Context: an optimization exercise on an open-source flow, tuned for small area and a short achievable clock period. The choices shown serve that exercise and are no tape-out recipe.
No run shown here included a check of the RTL's function; only the layout flow was run.

==> design.v <==
module fm_mul_pre(a, b, s, e, c);
	input  [15:0] a, b;
	output        s;
	output [4:0]  e;
	output [1:0]  c;
	wire za  = ~|a[14:0];
	wire zb  = ~|b[14:0];
	wire ia  = &a[14:10];
	wire ib  = &b[14:10];
	wire nan = (ia & |a[9:0]) | (ib & |b[9:0]);
	wire z   = za | zb;
	wire i   = ia | ib;
	assign s = a[15] ^ b[15];
	assign e = a[14:10] + b[14:10] + 5'd17;
	assign c = (nan | (z & i)) ? 2'd3 : z ? 2'd0 : i ? 2'd2 : 2'd1;
endmodule
module fm_mul_core(s, e, c, ma, mb, p);
	input         s;
	input  [4:0]  e;
	input  [1:0]  c;
	input  [9:0]  ma, mb;
	output [15:0] p;
	wire [21:0] m = {1'b1, ma} * {1'b1, mb};
	wire hi = m[21];
	wire r  = hi ? m[10] : m[9];
	wire g  = hi ? m[11] : m[10];
	wire st = (|m[8:0]) | (hi & m[9]);
	wire up = r & (g | st);
	wire [10:0] k  = hi ? m[21:11] : m[20:10];
	wire [11:0] kp = {1'b0, k} + up;
	wire        cy = hi | kp[11];
	wire [9:0]  f  = kp[11] ? kp[10:1] : kp[9:0];
	wire [4:0]  ex = e + cy;
	reg [14:0] mag;
	always @(*) begin
		case (c)
			2'd0: mag = 15'h0000;
			2'd1: mag = {ex, f};
			2'd2: mag = 15'h7c00;
			default: mag = 15'h7c01;
		endcase
	end
	assign p = {s, mag};
endmodule
module fm_add(A, B, Y);
	input  [15:0] A, B;
	output [15:0] Y;
	wire       sA = A[15], sB = B[15];
	wire [4:0] eA = A[14:10], eB = B[14:10];
	wire [9:0] mA = A[9:0],   mB = B[9:0];
	wire zA  = ~|eA;
	wire zB  = ~|eB;
	wire iA  = &eA;
	wire iB  = &eB;
	wire nan = (iA & |mA) | (iB & |mB);
	wire sub = sA ^ sB;
	wire [5:0]  dab  = {1'b0, eA} - {1'b0, eB};
	wire [4:0]  dba  = eB - eA;
	wire        ge   = ~dab[5];
	wire [4:0]  d    = ge ? dab[4:0] : dba;
	wire [4:0]  emax = ge ? eA : eB;
	wire [10:0] Mbig = ge ? {1'b1, mA} : {1'b1, mB};
	wire [10:0] Msm  = ge ? {1'b1, mB} : {1'b1, mA};
	wire        sbig = ge ? sA : sB;
	wire [21:0] yal = {Msm, 11'b0} >> d;
	wire        st8 = |yal[8:0];
	wire        st9 = st8 | yal[9];
	wire        st10 = st9 | yal[10];
	wire [11:0] H = {1'b0, Mbig} + ({12{sub}} ^ {1'b0, yal[21:11]}) + {11'b0, sub & ~st10};
	wire        R10 = yal[10] ^ (sub & st9);
	wire        R9  = yal[9]  ^ (sub & st8);
	reg  [10:0] fk;
	reg         fr, fg, fs;
	reg  [4:0]  fe;
	always @(*) begin
		if (H[11]) begin
			fk = H[11:1]; fr = H[0]; fg = H[1]; fs = st10; fe = emax + 5'd1;
		end else if (H[10]) begin
			fk = H[10:0]; fr = R10;  fg = H[0]; fs = st9;  fe = emax;
		end else begin
			fk = {H[9:0], R10}; fr = R9; fg = R10; fs = st8; fe = emax - 5'd1;
		end
	end
	wire        fup = fr & (fg | fs);
	wire [11:0] fkp = {1'b0, fk} + fup;
	wire [4:0]  fe2 = fe + fkp[11];
	wire [14:0] far_mag = {fe2, fkp[9:0]};
	wire        d0 = (eA == eB);
	wire        d1 = (d == 5'd1);
	wire [11:0] dA = {1'b0, mA} - {1'b0, mB};    
	wire        negA = dA[11];
	wire [10:0] dAbs = negA ? (~dA[10:0] + 11'd1) : dA[10:0];
	wire [11:0] T1 = {Mbig, 1'b0} - {1'b0, Msm};
	wire [11:0] T  = d0 ? {dAbs, 1'b0} : T1;
	wire        sn = d0 ? (sA ^ negA) : sbig;
	reg [3:0] lz;
	always @(*) begin
		casez (T[10:0])
			11'b1??????????: lz = 4'd0;
			11'b01?????????: lz = 4'd1;
			11'b001????????: lz = 4'd2;
			11'b0001???????: lz = 4'd3;
			11'b00001??????: lz = 4'd4;
			11'b000001?????: lz = 4'd5;
			11'b0000001????: lz = 4'd6;
			11'b00000001???: lz = 4'd7;
			11'b000000001??: lz = 4'd8;
			default:         lz = 4'd9;
		endcase
	end
	wire [10:0] V   = T[10:0] << lz;
	wire [4:0]  en  = emax - 5'd1 - {1'b0, lz};
	wire        nv  = V[10];
	wire [15:0] near_res = nv ? {sn, en, V[9:0]} : {6'b0, V[9:0]};
	wire        near_sel = sub & (d0 | (d1 & ~T[11]));
	wire [15:0] normal = near_sel ? near_res : {sbig, far_mag};
	assign Y = nan ? 16'h7c01 :
	           zA  ? B :
	           zB  ? A :
	           (iA | iB) ? (sub ? 16'h7c01 : {sA, 15'h7c00}) :
	           normal;
endmodule
module fp16MAC(a, b, acc, CLK, RESETn);
	input [15:0] a, b;
	input CLK, RESETn;
	output reg [15:0] acc;
	wire        pre_s;
	wire [4:0]  pre_e;
	wire [1:0]  pre_c;
	fm_mul_pre u_pre(.a(a), .b(b), .s(pre_s), .e(pre_e), .c(pre_c));
	reg        in_s;
	reg [4:0]  in_e;
	reg [1:0]  in_c;
	reg [9:0]  in_ma, in_mb;
	wire [15:0] prod_w;
	fm_mul_core u_mul(.s(in_s), .e(in_e), .c(in_c), .ma(in_ma), .mb(in_mb), .p(prod_w));
	reg [15:0] prod;
	reg [15:0] sum;
	wire [15:0] sum_w;
	fm_add u_add(.A(sum), .B(prod), .Y(sum_w));
	always @(posedge CLK, negedge RESETn) begin
		if (!RESETn) begin
			in_s  <= 1'b0;
			in_e  <= 5'd0;
			in_c  <= 2'd0;
			in_ma <= 10'd0;
			in_mb <= 10'd0;
			prod  <= 16'd0;
			sum   <= 16'd0;
			acc   <= 16'd0;
		end else begin
			in_s  <= pre_s;
			in_e  <= pre_e;
			in_c  <= pre_c;
			in_ma <= a[9:0];
			in_mb <= b[9:0];
			prod  <= prod_w;
			sum   <= sum_w;
			acc   <= sum;
		end
	end
endmodule
==> run.sh <==
#!/bin/bash
# synth_recipe.tcl (not shown) runs the flow's synth.tcl, then flattens the netlist and writes it again
# the make line also repeats each setting of config.mk as NAME=value (left out here)
make -C /OpenROAD-flow-scripts/flow DESIGN_CONFIG=/design/flow/config.mk WORK_HOME=/design/flow/orfs CLKGATE_MAP_FILE= SYNTH_SCRIPT=/design/flow/synth_recipe.tcl finish
==> config.mk <==
export PLATFORM = sky130hd
export DESIGN_NAME = fp16MAC
export DESIGN_NICKNAME = fp16MAC
export VERILOG_FILES = /design/flow/design.v
export SDC_FILE = /design/flow/constraint.sdc
export NUM_CORES = 4
export LEC_CHECK = 0
export CAP_MARGIN = 20
export CORE_MARGIN = 2
export CORE_UTILIZATION = 40
export SLEW_MARGIN = 20
==> constraint.sdc <==
create_clock -name core_clock -period 15.5 [get_ports {CLK}]
set_input_delay 3.1000 -clock core_clock [delete_from_list [all_inputs] [get_ports {CLK}]]
set_output_delay 3.1000 -clock core_clock [all_outputs]
set_load 0.01 [all_outputs]
==> results of run 1 <==
cell usage after synthesis (25+ instances only):
cell type  count  area [µm²]
clkbuf_1      73         274
nand3_1       50         250
nor2_1       109         409
a31oi_1       25         156
mux2i_1       46         460
fa_1          87        1740
nand2_1      172         646
a21o_1        27         203
and2_1        68         425
xor2_1        37         324
ha_1         112        1400
o21ai_0       86         430
dfrtp_1       76        1900
nand2b_1      30         188
o211ai_1      32         240
nor3_1        41         205
xnor2_1       59         517
inv_1        161         604
a21oi_1       90         450
flip-flops by register name, summed over array words and instances, names as in the netlist:
register,cells
prod,16
in_mb,10
in_s,1
sum,16
in_ma,10
in_e,5
acc,16
in_c,2
per-layer routing:
| layer | routed length (µm) | vias up | GRT usage (%) |
|---|---|---|---|
| met5 | 0 | - | 0 |
| met4 | 1950 | 0 | 10.2 |
| met3 | 2020 | 102 | 3.10 |
| met2 | 19100 | 392 | 38.8 |
| met1 | 16900 | 6045 | 28.0 |
| li1 | - | 6071 | - |
per-stage QoR:
| step | hold WS (ns) | instance area (µm²) |
|---|---|---|
| final | 0.353 | 14800 |
| after global placement | 0.333 | 14500 |
| after global routing | 0.372 | 14800 |
| after floorplan | 0.331 | 13700 |
| after detailed placement | 0.340 | 14500 |
| after CTS | 0.355 | 14800 |
cells by family after synthesis:
| logic type | after synthesis | synth area share (%) |
|---|---|---|
| DFF | 76 | 13.8 |
| AOI/OAI and AO/OA | 437 | 22.1 |
| buffers and inverters | 252 | 7.13 |
| and+or+nand+nor | 597 | 22.3 |
| adders and majority gates | 203 | 23.2 |
| muxes | 62 | 5.16 |
| xor gates and xnor gates | 98 | 6.36 |
worst max path at each step:
stage,startpoint,to,slack [ns],cells after the start
finish,sum[10]$_DFFE_PN0P_,sum[14]$_DFFE_PN0P_,6.94,31
global route,sum[10]$_DFFE_PN0P_,sum[14]$_DFFE_PN0P_,6.27,31
CTS,sum[10]$_DFFE_PN0P_,sum[14]$_DFFE_PN0P_,7.09,31
detailed placement,sum[10]$_DFFE_PN0P_,sum[14]$_DFFE_PN0P_,7.10,31
global placement,sum[10]$_DFFE_PN0P_,sum[14]$_DFFE_PN0P_,7.41,31
floorplan,in_mb[4]$_DFF_PN0_,prod[9]$_DFF_PN0_,7.49,30
cell type report:
| class | count | area share [%] |
|---|---|---|
| Inverter | 161 | 4.07 |
| Clock inverter | 5 | 0.438 |
| Sequential cell | 76 | 12.8 |
| Timing Repair Buffer | 62 | 4.08 |
| Clock buffer | 11 | 1.70 |
| Tap cell | 448 | 3.78 |
| Multi-Input combinational cell | 1397 | 73.1 |
critical path, delay by kind of cell (launching register included):
kind | cells | cell delay, ns
AO/OA/AOI/OAI | 12 | 3.19
adder cells (fa/ha/maj) | 6 | 2.31
XOR/XNOR | 3 | 1.09
AND/OR/NAND/NOR | 6 | 0.98
flip-flops | 1 | 0.45
buffers and inverters | 3 | 0.21
multiplexers | 1 | 0.18
==> summary.txt, run 1 <==
Register area = 1900 µm²
Hold path depth = 0
Area of the multi-input gates = 10900 µm²
Crit Reg-Reg Startpoint = sum[10]$_DFFE_PN0P_
Worst Tran Pin Value = 1.02 ns
Max-cap violations = 0
N_diodes = 0
Fmax = 117 MHz
Placed Instances = 2143
Commonest non-fill, non-tap cell in the layout = nand2_1
Ys flop type = dfrtp_1
Die Wd = 189 µm
Layout cell share with drive strength beyond 1 = 5.55%
Clk root buf = clkbuf_16
Number of global-route vias before repair = 12588
PortBufs = 49
Setup TNS = 0 ns
Total congestion overflow = 0
Post-route setup slack = 6.94 ns
Register area share after synthesis = 13.8%
Ports = 50
Most frequent cells in the layout = 171 x nand2_1, 161 x inv_1, 112 x ha_1
CTS tree = yes
Core Box Area = 33700 µm²
Dpl hpwl = 31800 µm
Flop2flop setup slack = 6.94 ns
Setup crit end kind = flop
CP max-delay cell = fa_1
GR Util All Layers = 22.5%
Final net count = 1940
CTS clock-pin slew for the worst setup and hold paths = 0.07 ns
EDFF count, synth = 0
Ys Warns = 3
Sink Count = 76
Hold_sp = in_s$_DFF_PN0_
Filler Cell Count = 3400
Top fanout value on the critical path = 23
# Post-CTS Setup Buffers = 0
Initial drt markers = 946
Syn_nets = 1958
Status = complete, no violations
Remaining DRCs = 0
CP Launch Type = flop
H-tree Lvls = 3
Final Cycle Share = 55.2%
Hold buffers post-CTS = 0
DIE HEIGHT = 189 µm
Synthesized area per cell = 7.96 µm²
Final-report hold violation count = 0
Slew Viols, Final = 0
Post-place setup slack = 7.10 ns
DR vias/cell = 5.84
Hold endpoint = prod[15]$_DFF_PN0_
Wirelength per Cell = 18.5 µm
Synthesis-stage register bit count = 76
Initial antenna violation count = 0
Routed WL = 39900 µm
Worst R2R Path Depth = 31
CP Class = flop to flop
DIE AREA = 35800 µm²
Remaining antenna violation count = 0
Total CTS buffers = 9
FP Rows = 67
Global-route wire length before repair = 65500 µm
Worst skew pair latency = 0.35 ns
Synth Cell Area = 13700 µm²
Pin count of the biggest net entering global routing = 77
Min Clock Period, post-route = 8.56 ns
Worst min path class = flop to flop
P&R area growth vs syn = 8.09%
Final core occ = 44.1%
Reg2reg end = sum[14]$_DFFE_PN0P_
RSZ-0062 raised after global routing = no
Initial core utilization = 40.8%
Setup Skew = 0.00896 ns
Clock tree buffer depth = 2
Synth async-reset ratio = 100%
Slowest stage delay, CP = 1.08 ns
Cell count after synthesis = 1725
Worst EP arrival = 8.79 ns
First-pass DRT Iterations = 7
Overall via count from detail_route = 12610
Netlist cell types = 102
Post-CTS sizing = 0
Endpoints failing setup = 0
Final std cells w/o fill = 2160
Slew HR = 31.3%
Worst Path Required = 15.73 ns
Gpl congestion = 0.962
==> inputs of run 2 (changes only) <==
--- a/design.v
+++ b/design.v
@@ -14,19 +14,27 @@
 	assign e = a[14:10] + b[14:10] + 5'd17;
 	assign c = (nan | (z & i)) ? 2'd3 : z ? 2'd0 : i ? 2'd2 : 2'd1;
 endmodule
-module fm_mul_core(s, e, c, ma, mb, p);
+module fm_mul_prod(ma, mb, m, st);
+	input  [9:0]  ma, mb;
+	output [12:0] m;
+	output        st;
+	wire [21:0] p = {1'b1, ma} * {1'b1, mb};
+	assign m  = p[21:9];
+	assign st = |p[8:0];
+endmodule
+module fm_mul_round(s, e, c, m, st, p);
 	input         s;
 	input  [4:0]  e;
 	input  [1:0]  c;
-	input  [9:0]  ma, mb;
+	input  [12:0] m;      
+	input         st;     
 	output [15:0] p;
-	wire [21:0] m = {1'b1, ma} * {1'b1, mb};
-	wire hi = m[21];
-	wire r  = hi ? m[10] : m[9];
-	wire g  = hi ? m[11] : m[10];
-	wire st = (|m[8:0]) | (hi & m[9]);
-	wire up = r & (g | st);
-	wire [10:0] k  = hi ? m[21:11] : m[20:10];
+	wire hi = m[12];
+	wire r  = hi ? m[1] : m[0];
+	wire g  = hi ? m[2] : m[1];
+	wire sk = st | (hi & m[0]);
+	wire up = r & (g | sk);
+	wire [10:0] k  = hi ? m[12:2] : m[11:1];
 	wire [11:0] kp = {1'b0, k} + up;
 	wire        cy = hi | kp[11];
 	wire [9:0]  f  = kp[11] ? kp[10:1] : kp[9:0];
@@ -129,34 +137,45 @@
 	wire [1:0]  pre_c;
 	fm_mul_pre u_pre(.a(a), .b(b), .s(pre_s), .e(pre_e), .c(pre_c));
 	reg        in_s;
+	reg [1:0]  in_c;
 	reg [4:0]  in_e;
-	reg [1:0]  in_c;
 	reg [9:0]  in_ma, in_mb;
+	wire [12:0] mul_m;
+	wire        mul_st;
+	fm_mul_prod u_prod(.ma(in_ma), .mb(in_mb), .m(mul_m), .st(mul_st));
+	reg        md_s;
+	reg [1:0]  md_c;
+	reg [4:0]  md_e;
+	reg [12:0] md_m;
+	reg        md_st;
 	wire [15:0] prod_w;
-	fm_mul_core u_mul(.s(in_s), .e(in_e), .c(in_c), .ma(in_ma), .mb(in_mb), .p(prod_w));
+	fm_mul_round u_rnd(.s(md_s), .e(md_e), .c(md_c), .m(md_m), .st(md_st), .p(prod_w));
 	reg [15:0] prod;
-	reg [15:0] sum;
 	wire [15:0] sum_w;
-	fm_add u_add(.A(sum), .B(prod), .Y(sum_w));
+	fm_add u_add(.A(acc), .B(prod), .Y(sum_w));
 	always @(posedge CLK, negedge RESETn) begin
 		if (!RESETn) begin
-			in_s  <= 1'b0;
-			in_e  <= 5'd0;
-			in_c  <= 2'd0;
-			in_ma <= 10'd0;
-			in_mb <= 10'd0;
-			prod  <= 16'd0;
-			sum   <= 16'd0;
-			acc   <= 16'd0;
+			in_s <= 1'b0;
+			in_c <= 2'd0;
+			md_s <= 1'b0;
+			md_c <= 2'd0;
+			prod <= 16'd0;
+			acc  <= 16'd0;
 		end else begin
-			in_s  <= pre_s;
-			in_e  <= pre_e;
-			in_c  <= pre_c;
-			in_ma <= a[9:0];
-			in_mb <= b[9:0];
-			prod  <= prod_w;
-			sum   <= sum_w;
-			acc   <= sum;
+			in_s <= pre_s;
+			in_c <= pre_c;
+			md_s <= in_s;
+			md_c <= in_c;
+			prod <= prod_w;
+			acc  <= sum_w;
 		end
 	end
+	always @(posedge CLK) begin
+		in_e  <= pre_e;
+		in_ma <= a[9:0];
+		in_mb <= b[9:0];
+		md_e  <= in_e;
+		md_m  <= mul_m;
+		md_st <= mul_st;
+	end
 endmodule
==> run 2 against run 1 <==
Compared with the run above:
- non-clock buffer count decreased by 3
- worst hold slack got worse by 0.027 ns
- cell area decreased by 4.7%
- first-iteration DRC count increased by 27%
- via count decreased by 4.9%
- flip-flop and latch count increased by 6
- register-to-register slack got worse by 0.05 ns
==> summary.txt, run 2 <==
Status = complete, no violations
H-tree Lvls = 3
Final Cycle Share = 55.5%
Synth top area share = 13.3%
Most frequent CP cell = ha_1
Filler Cell Count = 3264
GR Util met2 = 35.6%
Slowest stage delay, CP = 0.63 ns
Worst Tran Pin Value = 1.09 ns
Setup TNS = 0 ns
Met1 usage in global routing = 31.4%
Cell count after synthesis = 1608
Syn_nets = 1841
PortBufs = 49
Commonest non-fill, non-tap cell in the layout = nand2_1
CTS clock-pin slew for the worst setup and hold paths = 0.07 ns
Wirelength per Cell = 18.4 µm
Min Clock Period, post-route = 8.61 ns
Initial core utilization = 40.5%
RSZ-0062 raised after global routing = no
Ys flop type = dfxtp_1
Max-cap violations = 0
Number of global-route vias before repair = 11767
Synth area leader = fa_1
Routed WL = 37700 µm
Gr busiest metal = met2
Core Box Area = 32400 µm²
EDFF count, synth = 0
# Post-CTS Setup Buffers = 0
GR Util All Layers = 22.6%
Final-report hold violation count = 0
Register area share after synthesis = 14.0%
Synthesis-stage register bit count = 82
Worst Path Required = 15.73 ns
Most frequent cells in the layout = 143 x nand2_1, 142 x inv_1, 112 x ha_1
Final Cell Area = 14100 µm²
DR vias/cell = 5.87
Grt met3 use = 3.11%
Hold buffers post-CTS = 0
Remaining antenna violation count = 0
Worst min path class = flop to flop
Synth Cell Area = 13100 µm²
Final hold slack = 0.327 ns
Gpl congestion = 0.936
Pin count of the biggest net entering global routing = 55
Clk root buf = clkbuf_16
Worst skew pair latency = 0.35 ns
Slew Viols, Final = 0
Largest registers = acc: 16 flops, prod: 16 flops, md_m: 13 flops
Endpoints failing setup = 0
CP Class = flop to flop
Initial antenna violation count = 0
Fmax = 116 MHz
Synth async-reset ratio = 46.3%
First-pass DRT Iterations = 7
Total congestion overflow = 0
Main area contributors after synthesis = fa_1 13%, ha_1 11%, dfrtp_1 7.3%
Hold path depth = 0
P&R area growth vs syn = 7.94%
Setup crit end kind = flop
Synth top cells by count = 143 x nand2_1, 142 x inv_1, 112 x ha_1, 97 x a21oi_1, 88 x nor2_1
Netlist cell types = 107
CP max-delay cell = nor2_8
Die Wd = 185 µm
Slew HR = 27.3%
DIE HEIGHT = 185 µm
Initial drt markers = 1197
Area after DPL = 13900 µm²
Final core occ = 43.7%
Clock tree buffer depth = 2
Post-CTS sizing = 0
Synthesized area per cell = 8.15 µm²
Total CTS buffers = 9
DIE AREA = 34200 µm²
Top fanout value on the critical path = 54
CTS tree = yes
FP Rows = 66
Ys Warns = 3
Setup Skew = 0.0173 ns
Sink Count = 82
Final net count = 1829
Dpl hpwl = 29700 µm
CP Launch Type = flop
Layout cell share with drive strength beyond 1 = 5.68%
N_diodes = 0
Overall via count from detail_route = 11994
Worst EP arrival = 8.84 ns
Remaining DRCs = 0
Most numerous cell in the Yosys netlist = nand2_1
Ports = 50
Worst R2R Path Depth = 30
Global-route wire length before repair = 61900 µm
-- run 2: changes by cell type after synthesis, sizes merged, moves of 19 or more --
cell,change
o31ai,+20
dfrtp,-38
inv,-19
dfxtp,+44
nor2,-21
nand2,-27
-- run 2: worst max-delay path, delay by kind of cell (launching register included) --
kind                       cells  cell delay [ns]
and+or+nand+nor               10             2.42
DFF                            1             0.52
adders and majority gates      5             1.38
AOI/OAI and AO/OA             10             2.95
muxes                          1             0.63
xor gates and xnor gates       2             0.33
buffers and inverters          2             0.21
-- run 2: kinds of logic after synthesis --
group / count (synthesis) / synth area share, %
AO/OA/AOI/OAI: 422 / 22.9
XOR/XNOR: 98 / 6.55
adder cells (fa/ha/maj): 202 / 24.2
buffers and inverters: 225 / 6.90
flip-flops: 82 / 14.0
multiplexers: 55 / 4.76
AND/OR/NAND/NOR: 524 / 20.7
-- run 2: final timing paths --
| kind | start | to | slack (ns) |
|---|---|---|---|
| worst max-delay path | acc[11]$_DFFE_PN0P_ | acc[14]$_DFFE_PN0P_ | 6.89 |
| worst min register to register | in_e[4]$_DFF_P_ | md_e[4]$_DFF_P_ | 0.33 |
| worst max register to register | acc[11]$_DFFE_PN0P_ | acc[14]$_DFFE_PN0P_ | 6.89 |
| max in group asynchronous | RESETn | prod[4]$_DFF_PN0_ | 12.07 |
| min in group asynchronous | RESETn | acc[11]$_DFFE_PN0P_ | 2.86 |
| worst min-delay path | in_e[4]$_DFF_P_ | md_e[4]$_DFF_P_ | 0.33 |
-- run 2: metrics by stage --
stage	setup slack (ns)	std cells
floorplan	8.43	1608
global placement	7.13	2027
detailed placement	6.85	2027
CTS	6.84	2043
global route	6.16	2043
finish	6.89	2043
-- run 2: final cells by class --
class / count / area, µm² / share of cell area, %
timing repair buffer: 59 / 561 / 3.96
sequential: 82 / 1830 / 13.0
clock buffer: 9 / 225 / 1.59
multi-input combinational: 1301 / 10400 / 73.4
tap: 442 / 553 / 3.91
inverter: 143 / 537 / 3.80
clock inverter: 7 / 58.8 / 0.416
-- run 2: layer usage --
| metal | vias up | part of all wire [%] |
|---|---|---|
| li1 | 5703 | - |
| met3 | 77 | 7.0 |
| met2 | 456 | 44 |
| met5 | - | 0 |
| met1 | 5758 | 45 |
| met4 | 0 | 3.4 |

static timing again, ports no longer ideal:
Ports are ideal in the flow. The routed layouts listed here were re-timed in OpenROAD. Step 1: set_driving_cell puts a clkbuf_16 on CLK and a buf_2 on each other input, an assumption about the parent block. Step 2 moves the port delays by t, midway between the first and last clock arrival at a register: inputs arrive t later, outputs are due t later. That takes back most of the time a late clock gives input paths. Three values: no drivers, after step 1, after step 2; two values: the first two.
run	t, ns	setup WS [ns]	hold slack, ns	worst setup path after step 2	slew at the worst register clock pin (ns)
run 1	0.395	6.945 / 6.945 / 6.945	0.353 / 0.353 / 0.353	register to register	0.07 / 0.07
run 2	0.382	6.892 / 6.892 / 6.892	0.327 / 0.327 / 0.327	register to register	0.07 / 0.07
After both steps setup and hold are still met in every run listed.
